From an optimization exercise on the open Yosys and OpenROAD flow, aimed at a short achievable clock period and few clock cycles; shortcuts taken in it are not production practice.
The RTL was checked by simulation tests, not by an equivalence proof against the original design.
Power and IR drop assume default switching activity.

old:
## mips_cpu
module mips_cpu (
	input         clk,
	input         rst,
	output [31:0] imem_addr,
	input  [31:0] imem_data,
	output [31:0] dmem_addr,
	output [31:0] dmem_wdata,
	output        dmem_we,
	output        dmem_re,
	input  [31:0] dmem_rdata
);
export LEC_CHECK = 0
export CAP_MARGIN = 20
export CORE_MARGIN = 2
export CORE_UTILIZATION = 60
export SLEW_MARGIN = 20
export SYNTH_HIERARCHICAL = 1
export SYNTH_MINIMUM_KEEP_SIZE = 0
create_clock -name core_clock -period 12.0 [get_ports {clk}]
standard.sh (not shown) runs the stock make flow with config.mk's settings and CLKGATE_MAP_FILE= SYNTH_SCRIPT=/design/flow/synth_recipe.tcl, a recipe that flattens the netlist after the stock synthesis.
==> flow/flow/run.sh <==
#!/bin/bash
# The standard layout (standard synthesis, floorplan, placement, CTS, routing),
# with timing repair aimed at a shorter period than the constraint's: the
# constraint is unchanged, only the repair's setup margin is larger. The resizer
# may change a cell's footprint, and ports are buffered with buf_8.
set -euo pipefail
bash standard.sh SETUP_SLACK_MARGIN=8.3 TNS_END_PERCENT=30 ABC_CLOCK_PERIOD_IN_PS=1000 \
  MATCH_CELL_FOOTPRINT=0 "BUFFER_PORTS_ARGS=-buffer_cell sky130_fd_sc_hd__buf_8" finish > standard.log 2>&1
Per the final summary, old finished and its layout is clean on timing, DRC and antenna.
Testbench counts of old, summed over its fixed seeds: cycles 43,458.
Modified inputs, new compared to old
--- a/flow/design.v
+++ b/flow/design.v
@@ -110,21 +110,21 @@
 		.x_and(x_and), .x_or(x_or), .x_xor(x_xor), .x_sll(x_sll), .x_srl(x_srl), .x_b(x_b),
 		.x_mem(x_st || x_ld), .a(a), .result(result), .addr(addr), .x_zero(x_zero));
 	wire redirect;
 	wire [31:0] redirect_pc;
 	mips_branch branch (.vx(vx), .xa(xa), .xb(xb), .m_res(m_res), .a(a), .xa_m(xa_m), .xb_m(xb_m),
 		.x_bk(x_bk), .x_pred(x_pred), .x_br(x_br), .x_jr(x_jr), .x_pc4(x_pc4), .xi(xi),
 		.redirect(redirect), .redirect_pc(redirect_pc));
 	wire [4:0] xz_rd = (vx && x_wen && x_add && !x_sub && !x_ld && !xa_m && !sb_m) ? x_rd : 5'd0;
 	wire [4:0] ld_rd = (vx && x_ld && x_wen) ? x_rd : 5'd0;
 	wire hazard;
-	mips_next_pc next_pc (.ins(ins), .pc(x_pc4), .pc4(pc4), .hi_p(hi_p), .hi_m(hi_m),
+	mips_next_pc next_pc (.ins(ins), .pc(pc), .pc4(pc4), .hi_p(hi_p), .hi_m(hi_m),
 		.ld_rd(ld_rd), .xz_rd(xz_rd), .x_zero(x_zero), .redirect(redirect), .redirect_pc(redirect_pc),
 		.f_pred(f_pred), .hazard(hazard), .pc_next(pc_next));
 	wire [31:0] st_data = xb_m ? m_val : xb;
 	always @(posedge clk) begin
 		if (rst) begin
 			pc <= 32'd0;
 			vx <= 1'b0;
 			m_we <= 1'b0;
 			m_re <= 1'b0;
 			m_wen <= 1'b0;
@@ -178,21 +178,21 @@
 		if (m_wen) rf[m_rd] <= m_val;
 	end
 	assign imem_addr  = pc;
 	assign dmem_addr  = m_addr;
 	assign dmem_wdata = m_wd;
 	assign dmem_we    = m_we;
 	assign dmem_re    = m_re;
 endmodule
 module mips_next_pc (
 	input  [31:0] ins,
-	input  [31:0] pc,             
+	input  [31:0] pc,
 	input  [31:0] pc4,
 	input  [23:0] hi_p,
 	input  [23:0] hi_m,
 	input  [4:0]  ld_rd,
 	input  [4:0]  xz_rd,
 	input         x_zero,
 	input         redirect,
 	input  [31:0] redirect_pc,
 	output        f_pred,
 	output        hazard,
Findings:
Total buffers and inverters traversed by the critical path up 2 in new wrt old
Global placer's final weighted congestion went up slightly going from old to new.
Going from old to new, the critical path depth was found to have gone down by 3.
Power density normalized to cell area went down slightly going from old to new.
There was hardly any difference in total wire length after detailed routing between new and old.
On minimum clock period, new does better than old.
Higher endpoint arrival time on the critical path among new and old: old
Testbench counts of new, summed over its fixed seeds: cycles 43,458.

[re-timing with driven ports]
In the flow no input, the clock included, has a driving cell. The finished layouts below were timed again as built, in two steps. Step 1: set_driving_cell puts a clkbuf_16 on clk and a buf_2 on each other input, an assumption about the parent block. Step 2 times the ports against the registers' clock, not the clock port: input delays grow and output delays shrink by t, the midpoint of the rising clock arrivals with the driver on. a / b / c = ideal / step 1 / step 2; a / b = the first two.
run | t, ns | setup slack, ns | worst hold slack (ns)
old | 0.859 | 8.067 / 7.915 / 7.056 | 0.406 / 0.406 / 0.406
new | 0.882 | 8.117 / 7.861 / 6.979 | 0.400 / 0.400 / 0.400
After both steps every run listed still meets setup and hold. The setup slack of new, which loses most, moves by -0.256 ns with the drivers and by -1.138 ns with both steps.
